Context: an optimization exercise on an open-source flow, tuned for small area. The choices shown serve that exercise and are no tape-out recipe.
Only simulation tests tie the RTL to the original design; equivalence was not proved.
Power figures rest on the tool's default switching activity, not on a simulated workload.

==> flow/design.v (outline; a module is shown in full before it is edited, if it fits) <==
// module top_mac_bfusion: 28 lines
// module bf_prod: 544 lines
module top_mac_bfusion (clk, rst, accu_rst, a, w, config_aw, z);
  // ...
==> flow/flow/run.sh <==
#!/bin/bash
# Standard ORFS layout with a different synthesis of the same design:
#  1. the standard synthesis runs first; its flip-flop names are kept;
#  3. ports are buffered with the smallest buffer, and the clock tree is
#     built without dummy loads.
set -euo pipefail
W=$PWD
R=$W/orfs/results/${FLOW_PLATFORM}/top_mac_bfusion/base
LIB=$FLOW_HOME/platforms/${FLOW_PLATFORM}/lib/sky130_fd_sc_hd__tt_025C_1v80.lib
YOSYS=$FLOW_HOME/../tools/install/yosys/bin/yosys
[ -x "$YOSYS" ] || YOSYS=yosys
DU="-dont_use *probe* -dont_use *lpflow* -dont_use *clkdly* -dont_use *dlygate* -dont_use *dlymetal*"
export BUFFER_PORTS_ARGS="-buffer_cell sky130_fd_sc_hd__buf_1"
export CTS_ARGS="-sink_clustering_enable -repair_clock_nets -buf_list sky130_fd_sc_hd__clkbuf_8 -dont_use_dummy_load"
bash standard.sh "$R/1_2_yosys.v" > synth.log 2>&1
cp "$R/1_2_yosys.v" "$W/1_2_yosys.std.v"
printf 'strash\n&get -n\n&st\n&dch -f\n&nf -R 1000\n&put\ntopo\n' > "$W/area.script"
cat > "$W/struct.ys" <<EOT
read_liberty -lib $LIB
read_verilog -sv $W/flow/struct.v
synth -top $FLOW_TOP -flatten -nofsm -noshare
extract_fa
techmap -map $FLOW_HOME/platforms/${FLOW_PLATFORM}/cells_adders_hd.v
techmap
opt -fast -purge
dfflibmap -liberty $LIB
opt -purge
abc -liberty $LIB -script $W/area.script $DU
opt_clean -purge
hilomap -singleton -hicell sky130_fd_sc_hd__conb_1 HI -locell sky130_fd_sc_hd__conb_1 LO
setundef -zero
splitnets
opt_clean -purge
write_verilog -noattr -noexpr -nohex -nodec $W/struct_net.v
EOT
if "$YOSYS" -l struct_yosys.log -q "$W/struct.ys" > /dev/null 2>&1 \
   && python3 flow/flopname.py "$W/1_2_yosys.std.v" "$W/struct_net.v" > flopname.log 2>&1; then
  cp "$W/struct_net.v" "$R/1_2_yosys.v"
  python3 flow/fixpol.py "$R/1_2_yosys.v" > fixpol.log 2>&1
else
  python3 flow/fixpol.py "$R/1_2_yosys.v" --free-logic > fixpol.log 2>&1
  mkdir -p "$W/reabc"
  python3 flow/reabc.py "$LIB" "$R/1_2_yosys.v" "$W/reabc/mid.v" > reabc_py.log 2>&1
  cat > "$W/reabc/r.ys" <<EOT
read_liberty -lib $LIB
read_verilog $W/reabc/mid.v
hierarchy -top $FLOW_TOP
proc; opt -fast; techmap; opt -fast
abc -liberty $LIB -script $W/area.script $DU
opt_clean -purge
hilomap -singleton -hicell sky130_fd_sc_hd__conb_1 HI -locell sky130_fd_sc_hd__conb_1 LO
setundef -zero
splitnets
opt_clean -purge
write_verilog -noattr -noexpr -nohex -nodec $W/reabc/out.v
EOT
  "$YOSYS" -l reabc_yosys.log -q "$W/reabc/r.ys" > /dev/null 2>&1
  cp "$W/reabc/out.v" "$R/1_2_yosys.v"
  python3 flow/fixpol.py "$R/1_2_yosys.v" > fixpol2.log 2>&1
fi
bash standard.sh > layout.log 2>&1
==> flow/flow/fixpol.py <==
"""Re-polarise full adders in a mapped sky130 netlist to remove inverters.

A full adder is self-dual: FA(~a,~b,~c) = (~sum, ~cout). For each fa cell we
choose whether it works on the complements of its signals, so that as few
inverters as possible are needed between cells. The logic function of every
net that leaves the adders (flip-flop inputs, ports, other gates) is kept.
usage: fixpol.py netlist.v  (rewrites the file in place)
"""
import re, sys, random

path = sys.argv[1]
FREE = '--free-logic' in sys.argv[2:]
src = open(path).read()
inst_re = re.compile(r'^(\s*)(sky130_fd_sc_hd__\w+)\s+(\S+)\s*\((.*?)\);\n', re.S | re.M)
pin_re = re.compile(r'\.(\w+)\(\s*([^()]*?)\s*\)')
OUTS = {'X', 'Y', 'SUM', 'COUT', 'Q', 'Q_N', 'HI', 'LO'}

cells = []
for m in inst_re.finditer(src):
    pins = [(p, n.strip()) for p, n in pin_re.findall(m.group(4))]
    cells.append(dict(span=m.span(), ind=m.group(1), type=m.group(2), name=m.group(3), pins=pins))

drv = {}
for i, c in enumerate(cells):
    for p, n in c['pins']:
        if p in OUTS and n: drv[n] = (i, p)

def is_inv(c):
    return re.match(r'sky130_fd_sc_hd__(inv|clkinv)_\d+$', c['type']) is not None
def is_fa(c):
    return re.match(r'sky130_fd_sc_hd__fa_\d+$', c['type']) is not None

def is_logic(c):
    return not re.match(r'sky130_fd_sc_hd__(fa|ha|df|sdf|edf|dl|conb|inv|clkinv)', c['type'])

def pin(c, p):
    for q, n in c['pins']:
        if q == p: return n
    return None

# literal of a net: (base net, polarity) following inverters
def lit(n):
    pol = 0
    seen = 0
    while n in drv and is_inv(cells[drv[n][0]]) and seen < 50:
        n = pin(cells[drv[n][0]], 'A'); pol ^= 1; seen += 1
    return (n, pol)

fas = [i for i, c in enumerate(cells) if is_fa(c)]
fa_out = {}  # base net -> fa index (nets driven by fa outputs)
for i in fas:
    for p in ('SUM', 'COUT'):
        n = pin(cells[i], p)
        if n: fa_out[n] = i

# consumers: list of (kind, cellidx or None, pin, wanted literal)
# kind 'fa' -> wanted polarity toggles with flip of that fa; else fixed.
cons = []
port_outs = set()
for i, c in enumerate(cells):
    if is_inv(c): continue
    for p, n in c['pins']:
        if p in OUTS or not n: continue
        if n.startswith("1'b") or re.match(r"^\d+'", n): 
            continue
        kind = 'fa' if is_fa(c) else ('free' if FREE and is_logic(c) else 'fix')
        cons.append((kind, i, p, lit(n)))
# inverter outputs that feed ports/other non-cell sinks: keep inverters whose output
# is a module output port net (not consumed by cells). Find port names.
hdr = src[:cells[0]['span'][0]] if cells else src
outports = set()
for m in re.finditer(r'^\s*output\s+(\[(\d+):(\d+)\]\s*)?(\S+);', hdr, re.M):
    if m.group(1):
        for k in range(int(m.group(3)), int(m.group(2)) + 1): outports.add(f'{m.group(4)}[{k}]')
    else: outports.add(m.group(4))
for i, c in enumerate(cells):
    if is_inv(c):
        y = pin(c, 'Y')
        if y in outports: cons.append(('fix', None, None, lit(y)))
for n in outports:
    if n in drv and not is_inv(cells[drv[n][0]]):
        pass

flip = {i: 0 for i in fas}

def prod_pol(base):
    i = fa_out.get(base)
    return flip[i] if i is not None else 0

def need_set():
    s = set()
    for kind, i, p, (b, q) in cons:
        if kind == 'fa': q ^= flip[i]
        if b in fa_out or True:
            if q != prod_pol(b): s.add((b, q))
    return s

def cost():
    return len(need_set())

# local search
by_base = {}
for k, (kind, i, p, (b, q)) in enumerate(cons):
    by_base.setdefault(b, []).append(k)
def inv_needed_for(b):
    if FREE and b in drv and is_logic(cells[drv[b][0]]): return 0
    pp = prod_pol(b)
    qs = set()
    for k in by_base.get(b, []):
        kind, i, p, (bb, q) = cons[k]
        if kind == 'free': continue
        if kind == 'fa': q ^= flip[i]
        qs.add(q)
    return 1 if (pp ^ 1) in qs else 0
def touched(i):
    c = cells[i]
    bs = set()
    for p in ('SUM', 'COUT'):
        n = pin(c, p)
        if n: bs.add(n)
    for p in ('A', 'B', 'CIN'):
        bs.add(lit(pin(c, p))[0])
    return bs
T = {i: touched(i) for i in fas}
start = cost()
rnd = random.Random(1)
import math
cur = sum(inv_needed_for(b) for b in by_base)
best = cur; bestflip = dict(flip)
N = max(1, len(fas))
iters = 4000 * N
for it in range(iters):
    T0 = 2.0 * (0.02/2.0) ** (it/iters)
    i = fas[rnd.randrange(N)]
    before = sum(inv_needed_for(b) for b in T[i])
    flip[i] ^= 1
    d = sum(inv_needed_for(b) for b in T[i]) - before
    if d <= 0 or rnd.random() < math.exp(-d/T0):
        cur += d
        if cur < best: best = cur; bestflip = dict(flip)
    else:
        flip[i] ^= 1
flip.update(bestflip)
end = cost()

# rewrite
names = set(re.findall(r'^\s*wire\s+(?:\[[^\]]*\]\s*)?(\S+);', src, re.M))
cnt = [0]
def newnet():
    while True:
        cnt[0] += 1
        n = f'_pol{cnt[0]}_'
        if n not in names: names.add(n); return n
phys = {}     # base -> physical net carrying produced polarity
for i in fas:
    if flip[i]:
        for p in ('SUM', 'COUT'):
            n = pin(cells[i], p)
            if n: phys[n] = newnet()
lits = {}     # (base, pol) -> net carrying that literal
new_invs = []
def get(b, q):
    if (b, q) in lits: return lits[(b, q)]
    pp = prod_pol(b)
    pn = phys.get(b, b)
    if q == pp: lits[(b, q)] = pn; return pn
    # need an inverter from pn
    if pp == 1 and q == 0: out = b            # restore original net name
    else: out = newnet()
    new_invs.append((pn, out))
    lits[(b, q)] = out
    return out

edits = {}
for idx, c in enumerate(cells):
    if is_inv(c): continue
    newpins = []
    for p, n in c['pins']:
        if p in OUTS:
            if is_fa(c) and flip[idx] and n: n = phys[n]
            newpins.append((p, n)); continue
        if not n or n.startswith("1'b") or re.match(r"^\d+'", n):
            newpins.append((p, n)); continue
        b, q = lit(n)
        if is_fa(c): q ^= flip[idx]
        newpins.append((p, get(b, q)))
    edits[idx] = newpins
for n in outports:
    if n in drv and is_inv(cells[drv[n][0]]):
        b, q = lit(n)
        got = get(b, q)
        if got != n: new_invs.append((got, n)); 
# make sure flipped fa outputs that are original nets with consumers wanting pol 0 exist
for b in phys:
    pass

def fmt(n):
    return n + ' ' if n.startswith('\\') else n
out = []
pos = 0
first = cells[0]['span'][0]
decl = ''.join(f'  wire {n};\n' for n in sorted(names - set(re.findall(r'^\s*wire\s+(?:\[[^\]]*\]\s*)?(\S+);', src, re.M))))
out.append(src[:first]); out.append(decl)
pos = first
k = 0
for idx, c in enumerate(cells):
    s, e = c['span']
    out.append(src[pos:s]); pos = e
    if is_inv(c): continue
    body = ',\n'.join(f'    .{p}({fmt(n)})' for p, n in edits[idx])
    out.append(f"{c['ind']}{c['type']} {c['name']} (\n{body}\n  );\n")
for a, y in new_invs:
    k += 1
    out.append(f'  sky130_fd_sc_hd__inv_1 _polinv{k}_ (\n    .A({fmt(a)}),\n    .Y({fmt(y)})\n  );\n')
out.append(src[pos:])
open(path, 'w').write(''.join(out))
ninv_old = sum(1 for c in cells if is_inv(c))
print(f'fixpol: {len(fas)} full adders, {sum(flip.values())} flipped; inverters {ninv_old} -> {len(new_invs)} (needed literals {start} -> {end})')
==> flow/flow/flopname.py <==
"""Give the flip-flops of netlist B the instance names that netlist A (the
standard synthesis) gives the same registers. A flip-flop of A is known by
its instance name up to the '$' Yosys appends; one of B by the net it drives.
usage: flopname.py A.v B.v   (rewrites B.v; exits 1 unless every flip-flop pairs up)"""
import re, sys
inst_re = re.compile(r'^(\s*)(sky130_fd_sc_hd__\w+)\s+(\S+)\s*\((.*?)\);', re.S | re.M)
def clean(n):
    return n.strip().lstrip('\\').strip()
def flops(v, by_name):
    out = {}
    for m in inst_re.finditer(v):
        if re.match(r'sky130_fd_sc_hd__(df|sdf|edf)', m.group(2)):
            if by_name:
                key = clean(m.group(3)).split('$')[0]
            else:
                key = clean(re.search(r'\.Q\(\s*([^()]*?)\s*\)', m.group(4)).group(1))
            if key in out: print('duplicate register', key); sys.exit(1)
            out[key] = (m.group(2), m.group(3))
    return out
A = open(sys.argv[1]).read(); B = open(sys.argv[2]).read()
fa, fb = flops(A, True), flops(B, False)
if set(fa) != set(fb) or any(fa[k][0] != fb[k][0] for k in fa):
    print('flip-flops do not pair up:', sorted(set(fa) ^ set(fb))[:10]); sys.exit(1)
names = {fb[k][1]: fa[k][1] for k in fb}
def repl(m):
    n = m.group(3)
    if n in names:
        new = names[n]
        if new.startswith('\\') and not new.endswith(' '): new += ' '
        return f'{m.group(1)}{m.group(2)} {new} ({m.group(4)});'
    return m.group(0)
open(sys.argv[2], 'w').write(inst_re.sub(repl, B))
print(f'flopname: renamed {len(names)} flip-flops')
==> flow/flow/reabc.py <==
"""Turn every plain logic cell of a mapped sky130 netlist back into a Boolean
assign (from the liberty functions), keeping flip-flops, full and half adders
and tie cells as instances, so ABC can map that logic again.
usage: reabc.py lib in.v out.v"""
import re, sys
lib, src, dst = sys.argv[1:4]
L = open(lib).read()
func = {}
parts = re.split(r'\n\s*cell\s*\(\s*"?(sky130_fd_sc_hd__\w+)"?\s*\)', L)
for i in range(1, len(parts), 2):
    body = parts[i + 1]
    outs = {}
    for m in re.finditer(r'pin\s*\(\s*"?(\w+)"?\s*\)\s*\{', body):
        seg = body[m.end():m.end() + 4000]
        d = re.search(r'direction\s*:\s*"?(\w+)"?', seg)
        f = re.search(r'function\s*:\s*"([^"]*)"', seg.split('pin (')[0] if 'pin (' in seg else seg)
        if d and d.group(1) == 'output' and f:
            outs[m.group(1)] = f.group(1)
    func[parts[i]] = outs
KEEP = re.compile(r'sky130_fd_sc_hd__(fa|ha|df|conb|sdf|edf|dl)')
def conv(f, pins):
    f = f.replace('!', '~').replace('+', '|').replace('*', '&')
    toks = re.findall(r"[A-Za-z_][A-Za-z0-9_]*|[~&|^()]|'", f)
    out = []
    prev = None
    for t in toks:
        operand_start = re.match(r'[A-Za-z_]', t) or t in ('(', '~')
        if prev is not None and operand_start and (re.match(r'[A-Za-z_]', prev) or prev == ')' or prev == "'"):
            out.append('&')
        if t == "'":
            # postfix complement: wrap previous operand
            out[-1] = '~' + out[-1]; prev = "'"; continue
        out.append(f'({pins[t]})' if re.match(r'[A-Za-z_]', t) else t)
        prev = t
    return ' '.join(out)
v = open(src).read()
inst_re = re.compile(r'^(\s*)(sky130_fd_sc_hd__\w+)\s+(\S+)\s*\((.*?)\);\n', re.S | re.M)
pin_re = re.compile(r'\.(\w+)\(\s*([^()]*?)\s*\)')
def fmt(n): return n + ' ' if n.startswith('\\') else n
def repl(m):
    t = m.group(2)
    if KEEP.match(t) or t not in func or not func[t]:
        return m.group(0)
    pins = {p: fmt(n.strip()) for p, n in pin_re.findall(m.group(4))}
    s = ''
    for o, f in func[t].items():
        if o in pins and pins[o].strip():
            s += f'  assign {pins[o]} = {conv(f, pins)};\n'
    return s
open(dst, 'w').write(inst_re.sub(repl, v))
==> flow/standard.sh <==
#!/bin/bash
# synth_recipe.tcl (not shown) runs the flow's synth.tcl, then flattens the netlist and writes it again
# the make line also repeats each setting of config.mk as NAME=value (left out here)
make -C /OpenROAD-flow-scripts/flow DESIGN_CONFIG=/design/flow/config.mk WORK_HOME=/design/flow/orfs CLKGATE_MAP_FILE= SYNTH_SCRIPT=/design/flow/synth_recipe.tcl "${@:-finish}"
==> flow/config.mk <==
export PLATFORM = sky130hd
export DESIGN_NAME = top_mac_bfusion
export DESIGN_NICKNAME = top_mac_bfusion
export VERILOG_FILES = /design/flow/design.v
export SDC_FILE = /design/flow/constraint.sdc
export NUM_CORES = 4
export LEC_CHECK = 0
export CAP_MARGIN = 5
export CORE_MARGIN = 2
export CORE_UTILIZATION = 60
export CTS_BUF_LIST = sky130_fd_sc_hd__clkbuf_8
export GPL_ROUTABILITY_DRIVEN = 0
export GPL_TIMING_DRIVEN = 0
export SLEW_MARGIN = 5
==> flow/constraint.sdc <==
create_clock -name core_clock -period 10.0 [get_ports {clk}]
set_input_delay 2.0000 -clock core_clock [delete_from_list [all_inputs] [get_ports {clk}]]
set_output_delay 2.0000 -clock core_clock [all_outputs]
set_load 0.01 [all_outputs]
Not shown: flow/flow/struct.v
==> flow_summary.toml, run 1 <==
[timing]
relSlewSlack = 0.384
fmax_ghz = 0.102
tightest_slew_ns = 0.921
setup_viol = 0
rsz0062_at_grt = "false"

[critical_path]
cp.depth = 27
cp_slowest_stage_delay_ns = 0.42
setup.worst_path.end_class = "flop"
crit_top_cell = "fa_1"
r2r_start = "m2[2]$_DFF_P_"
critPathMaxFanout = 23

[global_route]
globalRouteTotalUtil = 0.351
antenna_found_initial = 0
grt_overflow_total = 0
met3_usage = 0.102

[cells_and_area]
largest_registers = "z (20), m1 (16), m2 (16)"
fin_nets = 916
fillers = 811
fin_cells = 833
seq_share = 0.158
multi_input_area_share = 0.720
multi_input_area_sq_um = 4920
top_register = "z"
buffer_area_frac = 0.0773

[floorplanning]
rows = 36
start_util = 0.613

[clocking]
cts_sinks = 54
clockBufferDepth = 2
post_cts_buffers = 9
htree_levels = 2
clock_latency_ns = 0.30

[route]
top_layer = "met4"
first_pass_iters = 7
wl_met2_microns = 8220

[flow_run]
cap_violations = 0

[power_and_ir_drop]
swShare = 0.430
p_seq_frac = 0.223
internal_power_uw = 952

[outcome]
status = "complete, no violations"

[hold_path]
worst_hold_path.num_cells = 0
==> module top_mac_bfusion, before the edit <==
module top_mac_bfusion (clk, rst, accu_rst, a, w, config_aw, z);
	input               clk, rst, accu_rst;
	input        [31:0] a;
	input        [31:0] w;
	input         [2:0] config_aw;
	output reg   [19:0] z;
	wire [15:0] p;
	bf_prod prod (.a(a), .w(w), .cfg(config_aw), .p(p));
	reg [15:0] m1, m2;
	reg        rst_d, clr;
	wire        m011   = ~config_aw[2] & config_aw[0];
	wire [19:0] addend = {{4{m2[15]}}, m2[15:12], m011 ? m2[13:2] : m2[11:0]};
	wire [20:0] cy;
	wire [19:0] sum;
	assign cy[0] = 1'b0;
	genvar i;
	generate for (i = 0; i < 20; i = i + 1) begin : acc
		assign sum[i]  = z[i] ^ addend[i] ^ cy[i];
		assign cy[i+1] = (z[i] & addend[i]) | (cy[i] & (z[i] ^ addend[i]));
	end endgenerate
	always @(posedge clk) begin
		m1    <= p;
		m2    <= m1;
		rst_d <= rst;
		clr   <= rst | accu_rst | rst_d;
		z     <= clr ? 20'd0 : sum;
	end
endmodule
==> run 2, diff against run 1 <==
--- a/flow/design.v
+++ b/flow/design.v
@@ -9,6 +9,6 @@
 	reg [15:0] m1, m2;
 	reg        rst_d, clr;
-	wire        m011   = ~config_aw[2] & config_aw[0];
-	wire [19:0] addend = {{4{m2[15]}}, m2[15:12], m011 ? m2[13:2] : m2[11:0]};
+	reg         m011_q;
+	wire [19:0] addend = {{4{m2[15]}}, m2[15:12], m011_q ? m2[13:2] : m2[11:0]};
 	wire [20:0] cy;
 	wire [19:0] sum;
@@ -22,4 +22,5 @@
 		m1    <= p;
 		m2    <= m1;
+		m011_q <= ~config_aw[2] & config_aw[0];
 		rst_d <= rst;
 		clr   <= rst | accu_rst | rst_d;
--- a/flow/flow/struct.v
+++ b/flow/flow/struct.v
@@ -12,5 +12,5 @@
 	reg        rst_d, clr;
 
-	wire        m011   = ~config_aw[2] & config_aw[0];
+	reg         m011_q;
 	wire [20:0] cy;
 	wire [19:0] sum;
@@ -18,7 +18,7 @@
 	generate for (i = 0; i < 20; i = i + 1) begin : acc
 		if (i == 0) begin : h
-			sky130_fd_sc_hd__ha_1 ha (.A(z[i]), .B(m011 ? m2[i+2] : m2[i]), .COUT(cy[i+1]), .SUM(sum[i]));
+			sky130_fd_sc_hd__ha_1 ha (.A(z[i]), .B(m011_q ? m2[i+2] : m2[i]), .COUT(cy[i+1]), .SUM(sum[i]));
 		end else if (i < 12) begin : f
-			sky130_fd_sc_hd__fa_1 fa (.A(z[i]), .B(m011 ? m2[i+2] : m2[i]), .CIN(cy[i]), .COUT(cy[i+1]), .SUM(sum[i]));
+			sky130_fd_sc_hd__fa_1 fa (.A(z[i]), .B(m011_q ? m2[i+2] : m2[i]), .CIN(cy[i]), .COUT(cy[i+1]), .SUM(sum[i]));
 		end else if (i < 16) begin : g
 			sky130_fd_sc_hd__fa_1 fa (.A(z[i]), .B(m2[i]), .CIN(cy[i]), .COUT(cy[i+1]), .SUM(sum[i]));
@@ -31,4 +31,5 @@
 		m1    <= p;
 		m2    <= m1;
+		m011_q <= ~config_aw[2] & config_aw[0];
 		rst_d <= rst;
 		clr   <= rst | accu_rst | rst_d;
@@ -496,103 +497,70 @@
 	wire c396;
 	sky130_fd_sc_hd__fa_1 fa52 (.A(c358), .B(s393), .CIN(c360), .COUT(c396), .SUM(s395));
-	wire s397;
-	wire c398;
-	sky130_fd_sc_hd__fa_1 fa53 (.A(pp186), .B(pp189), .CIN(pp192), .COUT(c398), .SUM(s397));
-	wire s399;
-	wire c400;
-	sky130_fd_sc_hd__fa_1 fa54 (.A(pp195), .B(pp198), .CIN(pp201), .COUT(c400), .SUM(s399));
-	wire s401;
-	wire c402;
-	sky130_fd_sc_hd__fa_1 fa55 (.A(pp204), .B(pp207), .CIN(c362), .COUT(c402), .SUM(s401));
-	wire s403;
-	wire c404;
-	sky130_fd_sc_hd__fa_1 fa56 (.A(c364), .B(c366), .CIN(c368), .COUT(c404), .SUM(s403));
-	wire s405;
-	wire c406;
-	sky130_fd_sc_hd__fa_1 fa57 (.A(c370), .B(s397), .CIN(s399), .COUT(c406), .SUM(s405));
-	wire s407;
-	wire c408;
-	sky130_fd_sc_hd__fa_1 fa58 (.A(s401), .B(c372), .CIN(c374), .COUT(c408), .SUM(s407));
-	wire s409;
-	wire c410;
-	sky130_fd_sc_hd__fa_1 fa59 (.A(c376), .B(c378), .CIN(c380), .COUT(c410), .SUM(s409));
-	wire s411;
-	wire c412;
-	sky130_fd_sc_hd__fa_1 fa60 (.A(s403), .B(s405), .CIN(c382), .COUT(c412), .SUM(s411));
-	wire s413;
-	wire c414;
-	sky130_fd_sc_hd__fa_1 fa61 (.A(c384), .B(c386), .CIN(s407), .COUT(c414), .SUM(s413));
-	wire s415;
-	wire c416;
-	sky130_fd_sc_hd__fa_1 fa62 (.A(s409), .B(c388), .CIN(s411), .COUT(c416), .SUM(s415));
-	wire s417;
-	wire c418;
-	sky130_fd_sc_hd__fa_1 fa63 (.A(c390), .B(s413), .CIN(c392), .COUT(c418), .SUM(s417));
-	wire s419;
-	wire c420;
-	sky130_fd_sc_hd__fa_1 fa64 (.A(s415), .B(c394), .CIN(s417), .COUT(c420), .SUM(s419));
-	wire s421;
-	wire c422;
-	sky130_fd_sc_hd__ha_1 ha3 (.A(c396), .B(s419), .COUT(c422), .SUM(s421));
-	wire s423;
-	wire c424;
-	sky130_fd_sc_hd__fa_1 fa65 (.A(k284), .B(pp208), .CIN(pp209), .COUT(c424), .SUM(s423));
-	wire s425;
-	wire c426;
-	sky130_fd_sc_hd__fa_1 fa66 (.A(pp212), .B(pp215), .CIN(pp216), .COUT(c426), .SUM(s425));
-	wire s427;
-	wire c428;
-	sky130_fd_sc_hd__fa_1 fa67 (.A(pp217), .B(pp220), .CIN(pp223), .COUT(c428), .SUM(s427));
-	wire s429;
-	wire c430;
-	sky130_fd_sc_hd__fa_1 fa68 (.A(c398), .B(c400), .CIN(s423), .COUT(c430), .SUM(s429));
-	wire s431;
-	wire c432;
-	sky130_fd_sc_hd__fa_1 fa69 (.A(s425), .B(s427), .CIN(c402), .COUT(c432), .SUM(s431));
-	wire s433;
-	wire c434;
-	sky130_fd_sc_hd__fa_1 fa70 (.A(c404), .B(c406), .CIN(s429), .COUT(c434), .SUM(s433));
-	wire s435;
-	wire c436;
-	sky130_fd_sc_hd__fa_1 fa71 (.A(s431), .B(c408), .CIN(c410), .COUT(c436), .SUM(s435));
-	wire s437;
-	wire c438;
-	sky130_fd_sc_hd__fa_1 fa72 (.A(s433), .B(c412), .CIN(c414), .COUT(c438), .SUM(s437));
-	wire s439;
-	wire c440;
-	sky130_fd_sc_hd__fa_1 fa73 (.A(s435), .B(c416), .CIN(s437), .COUT(c440), .SUM(s439));
-	wire s441;
-	wire c442;
-	sky130_fd_sc_hd__fa_1 fa74 (.A(c418), .B(s439), .CIN(c420), .COUT(c442), .SUM(s441));
-	wire s443;
-	wire c444;
-	sky130_fd_sc_hd__ha_1 ha4 (.A(c422), .B(s441), .COUT(c444), .SUM(s443));
-	wire s445;
-	wire c446;
-	sky130_fd_sc_hd__fa_1 fa75 (.A(pp225), .B(pp227), .CIN(pp229), .COUT(c446), .SUM(s445));
-	wire s447;
-	wire c448;
-	sky130_fd_sc_hd__fa_1 fa76 (.A(pp231), .B(pp233), .CIN(pp235), .COUT(c448), .SUM(s447));
-	wire s449;
-	wire c450;
-	sky130_fd_sc_hd__fa_1 fa77 (.A(pp237), .B(pp239), .CIN(c424), .COUT(c450), .SUM(s449));
-	wire s451;
-	wire c452;
-	sky130_fd_sc_hd__fa_1 fa78 (.A(c426), .B(c428), .CIN(s445), .COUT(c452), .SUM(s451));
-	wire s453;
-	wire c454;
-	sky130_fd_sc_hd__fa_1 fa79 (.A(s447), .B(s449), .CIN(c430), .COUT(c454), .SUM(s453));
-	wire s455;
-	wire c456;
-	sky130_fd_sc_hd__fa_1 fa80 (.A(s451), .B(c432), .CIN(s453), .COUT(c456), .SUM(s455));
-	wire s457;
-	wire c458;
-	sky130_fd_sc_hd__fa_1 fa81 (.A(c434), .B(s455), .CIN(c436), .COUT(c458), .SUM(s457));
-	wire s459;
-	wire c460;
-	sky130_fd_sc_hd__fa_1 fa82 (.A(c438), .B(s457), .CIN(c440), .COUT(c460), .SUM(s459));
-	wire s461;
-	wire c462;
-	sky130_fd_sc_hd__fa_1 fa83 (.A(s459), .B(c442), .CIN(c444), .COUT(c462), .SUM(s461));
+	wire s397 = pp186 ^ pp189 ^ pp192;
+	wire c398 = (pp186 & pp189) | (pp192 & (pp186 ^ pp189));
+	wire s399 = pp195 ^ pp198 ^ pp201;
+	wire c400 = (pp195 & pp198) | (pp201 & (pp195 ^ pp198));
+	wire s401 = pp204 ^ pp207 ^ c362;
+	wire c402 = (pp204 & pp207) | (c362 & (pp204 ^ pp207));
+	wire s403 = c364 ^ c366 ^ c368;
+	wire c404 = (c364 & c366) | (c368 & (c364 ^ c366));
+	wire s405 = c370 ^ s397 ^ s399;
+	wire c406 = (c370 & s397) | (s399 & (c370 ^ s397));
+	wire s407 = s401 ^ c372 ^ c374;
+	wire c408 = (s401 & c372) | (c374 & (s401 ^ c372));
+	wire s409 = c376 ^ c378 ^ c380;
+	wire c410 = (c376 & c378) | (c380 & (c376 ^ c378));
+	wire s411 = s403 ^ s405 ^ c382;
+	wire c412 = (s403 & s405) | (c382 & (s403 ^ s405));
+	wire s413 = c384 ^ c386 ^ s407;
+	wire c414 = (c384 & c386) | (s407 & (c384 ^ c386));
+	wire s415 = s409 ^ c388 ^ s411;
+	wire c416 = (s409 & c388) | (s411 & (s409 ^ c388));
+	wire s417 = c390 ^ s413 ^ c392;
+	wire c418 = (c390 & s413) | (c392 & (c390 ^ s413));
+	wire s419 = s415 ^ c394 ^ s417;
+	wire c420 = (s415 & c394) | (s417 & (s415 ^ c394));
+	wire s421 = c396 ^ s419;
+	wire c422 = c396 & s419;
+	wire s423 = k284 ^ pp208 ^ pp209;
+	wire c424 = (k284 & pp208) | (pp209 & (k284 ^ pp208));
+	wire s425 = pp212 ^ pp215 ^ pp216;
+	wire c426 = (pp212 & pp215) | (pp216 & (pp212 ^ pp215));
+	wire s427 = pp217 ^ pp220 ^ pp223;
+	wire c428 = (pp217 & pp220) | (pp223 & (pp217 ^ pp220));
+	wire s429 = c398 ^ c400 ^ s423;
+	wire c430 = (c398 & c400) | (s423 & (c398 ^ c400));
+	wire s431 = s425 ^ s427 ^ c402;
+	wire c432 = (s425 & s427) | (c402 & (s425 ^ s427));
+	wire s433 = c404 ^ c406 ^ s429;
+	wire c434 = (c404 & c406) | (s429 & (c404 ^ c406));
+	wire s435 = s431 ^ c408 ^ c410;
+	wire c436 = (s431 & c408) | (c410 & (s431 ^ c408));
+	wire s437 = s433 ^ c412 ^ c414;
+	wire c438 = (s433 & c412) | (c414 & (s433 ^ c412));
+	wire s439 = s435 ^ c416 ^ s437;
+	wire c440 = (s435 & c416) | (s437 & (s435 ^ c416));
+	wire s441 = c418 ^ s439 ^ c420;
+	wire c442 = (c418 & s439) | (c420 & (c418 ^ s439));
+	wire s443 = c422 ^ s441;
+	wire c444 = c422 & s441;
+	wire s445 = pp225 ^ pp227 ^ pp229;
+	wire c446 = (pp225 & pp227) | (pp229 & (pp225 ^ pp227));
+	wire s447 = pp231 ^ pp233 ^ pp235;
+	wire c448 = (pp231 & pp233) | (pp235 & (pp231 ^ pp233));
+	wire s449 = pp237 ^ pp239 ^ c424;
+	wire c450 = (pp237 & pp239) | (c424 & (pp237 ^ pp239));
+	wire s451 = c426 ^ c428 ^ s445;
+	wire c452 = (c426 & c428) | (s445 & (c426 ^ c428));
+	wire s453 = s447 ^ s449 ^ c430;
+	wire c454 = (s447 & s449) | (c430 & (s447 ^ s449));
+	wire s455 = s451 ^ c432 ^ s453;
+	wire c456 = (s451 & c432) | (s453 & (s451 ^ c432));
+	wire s457 = c434 ^ s455 ^ c436;
+	wire c458 = (c434 & s455) | (c436 & (c434 ^ s455));
+	wire s459 = c438 ^ s457 ^ c440;
+	wire c460 = (c438 & s457) | (c440 & (c438 ^ s457));
+	wire s461 = s459 ^ c442 ^ c444;
+	wire c462 = (s459 & c442) | (c444 & (s459 ^ c442));
 	wire s463 = pp240 ^ pp243 ^ pp244;
 	wire c464 = (pp240 & pp243) | (pp244 & (pp240 ^ pp243));
==> flow_summary.toml, run 2 <==
[critical_path]
critPathTopFamily = "adder cells"
critPathMaxFanout = 24
worst-path-buf-inv = 2
startpoint_type = "input pin"
ff2ff_setup_slack_ns = 1.08
worstPathRequired_ns = 10.19
cp_slowest_stage_delay_ns = 0.48
worstRegToRegCells = 22
crit_arrival_ns = 9.94
critPathSlowestCell = "fa_1"
critical_path_class = "in2reg"
crit_chain = "clkbuf_4 > nand2b_2 > nor2_4 > buf_8 > nand2_1 > a21oi_1 > xnor2_1 > fa_1 > fa_1 > fa_1 > fa_1 > fa_1 > fa_1 > fa_1 > fa_1 > fa_1 > fa_1 > fa_1 > fa_1 > fa_1 > fa_1 > ha_1 > xnor2_1"
r2r_start = "m011_q$_DFF_P_"
crit_top_cell = "fa_1"
r2r-end = "z[19]$_SDFF_PP0_"
setup.worst_path.end_class = "flop"

[flow_run]
cap_violations = 0

[clocking]
clock_latency_ns = 0.30
htree_levels = 2
numCtsBuffers = 5
clockBufferDepth = 2
cts_root_buf = "clkbuf_8"
cts_hold_buf = 0
cts_sinks = 55
cts_tree = "built"
cts.clk_slew.worst_paths_ns = 0.09

[timing]
slew_viol_final = 0
holdWs_ns = 0.325
finClkSkew_ns = 0.00845
fin_ws_ns = 0.255
min_period_ns = 9.75
fin_crit_sh = 0.975
tightest_slew_ns = 0.810
rsz0062_at_grt = "false"
final-hold-violation-count = 0
relSlewSlack = 0.460
fmax_ghz = 0.103
setup_viol = 0

[place]
portBuffers = 89
pre_cts_ws_ns = -1.88
hpwl_microns = 13400
place_area_sq_um = 6550
dp_cells = 798

[cells_and_area]
largest_reg_flops = 20
fin_nets = 893
largest_registers = "z (20), m1 (16), m2 (16)"
area_delta_synth_final_pct = 11.7
drive_gt1_frac = 0.0369
utilization = 0.689
top_register = "z"
fin_cells = 812
final_cell_mix = "fa_1 (131), nand2_1 (88), buf_1 (86)"
final_common_cell = "fa_1"
final_cell_area_sq_um = 6710

[power_and_ir_drop]
vdd_drop_max_v = 0.000278
combPwrFrac = 0.712
p_switching_uw = 718
p_seq_frac = 0.225
p_leak_uw = 0.00277
clockPowerShare = 0.063
swShare = 0.428
p_per_area_nw_per_um2 = 250
internal_power_uw = 960

[hold_path]
worst_hold_path.num_cells = 0
hp-class = "reg2reg"
hold_path_end = "m2[7]$_DFF_P_"
hp-start = "m1[7]$_DFF_P_"

[synthesis]
synthesis.area_sq_um = 6010
syn_inst = 574
ys_warn_count = 1
syn_nets = 788
postSynthAreaPerCell_sq_um = 10.5

[global_route]
antenna_found_initial = 1
grt_pass1_wl_microns = 26700
grt_overflow_total = 0
globalRouteTotalUtil = 0.321
first_global_vias = 5236
grt_max_degree = 29

[route]
vias_per_cell = 6.26
first_pass_iters = 10
drtIter0Drc = 590
wire_per_inst_microns = 21.0
drc = 0
antenna_left = 0
vias = 5083
wirelength_microns = 17100

[floorplanning]
core_area_sq_um = 9730
rows = 36
start_util = 0.617
ios = 90
die_w_microns = 104
die_y_microns = 104
dieArea_sq_um = 10800

[outcome]
status = "complete, no violations"
run 2: through the flow:
stage | TNS, ns | power, uW
final | 0 | 1680
after global routing | 0 | 1960
after CTS | 0 | 1740
after detailed placement | -7.19 | 1630
after global placement | -7.01 | 1550
after floorplan | 0 | 1270
run 2: metal layers:
layer / up-vias / routed length [microns] / global-route usage
li1: 2139 / - / -
met1: 2411 / 5760 / 0.404
met2: 417 / 7750 / 0.491
met3: 116 / 2280 / 0.117
met4: 0 / 1290 / 0.166
met5: - / 0 / 0
run 2: cell type report:
type                       instances  area, sq um
antenna                            2         5.00
clock buffer                       5         68.8
fill                             811         3020
inverter                          26          101
multi-input combinational        494         4850
sequential                        55         1100
tap                              133          166
timing repair buffer              95          400
timing repair inverter             2         15.0
run 2: worst max path at each step:
stage / startpoint / endpoint / slack, ns / depth (start not counted)
6_report: config_aw[2] / m1[15]$_DFF_P_ / 0.25 / 23
5_1_grt: config_aw[2] / m1[15]$_DFF_P_ / 0.007 / 23
4_1_cts: config_aw[0] / m1[15]$_DFF_P_ / 0.005 / 21
3_5_place_dp: config_aw[2] / m1[15]$_DFF_P_ / -1.88 / 22
3_3_place_gp: config_aw[2] / m1[15]$_DFF_P_ / -1.83 / 22
2_1_floorplan: config_aw[2] / m1[15]$_DFF_P_ / 0.07 / 21
run 2: power by group through the flow:
stage	combinational, uW	sequential (uW)	clock, uW
after floorplan	892	376	0
after global placement	1170	382	0
after detailed placement	1240	384	0
final	1190	378	105
after global routing	1450	388	118
after CTS	1250	379	111
run 2: what timing repair did:
action | CTS | global route
gates resized for setup | 13 | 7
gates cloned | 3 | 0
endpoints found under the setup margin | 6 | 2
buffers inserted | 4 | 0
pin swaps | 1 | 0

-- what the ideal ports hide --
The results above use ideal ports. As a check the final layouts listed here were re-extracted and re-timed, cells and wires unchanged.
Step 1: set_driving_cell puts a clkbuf_16 on clk and a buf_2 on each other input, an assumption about the parent block.
Step 2, shift: input delay + t, output delay - t, t = (earliest + latest rising clock arrival at the registers) / 2. This alone moves slack from input paths to output paths.
Slacks: ideal / step 1 / step 2; pairs: ideal / step 1.
| run | t (ns) | slack for setup (ns) | hold slack, ns | worst data-port slew with drivers (ns) | cell pins on the clock port's net |
|---|---|---|---|---|---|
| run 1 | 0.323 | 0.240 / 0.222 / -0.101 | 0.330 / 0.330 / 0.330 | 0.07 | 1 |
| run 2 | 0.317 | 0.255 / 0.257 / -0.060 | 0.325 / 0.325 / 0.325 | 0.04 | 1 |
With both steps, setup timing fails in run 1 and run 2, where it was met with ideal ports. For run 1, which loses most, drivers alone change the setup slack by -0.018 ns; drivers and shift together by -0.341 ns.
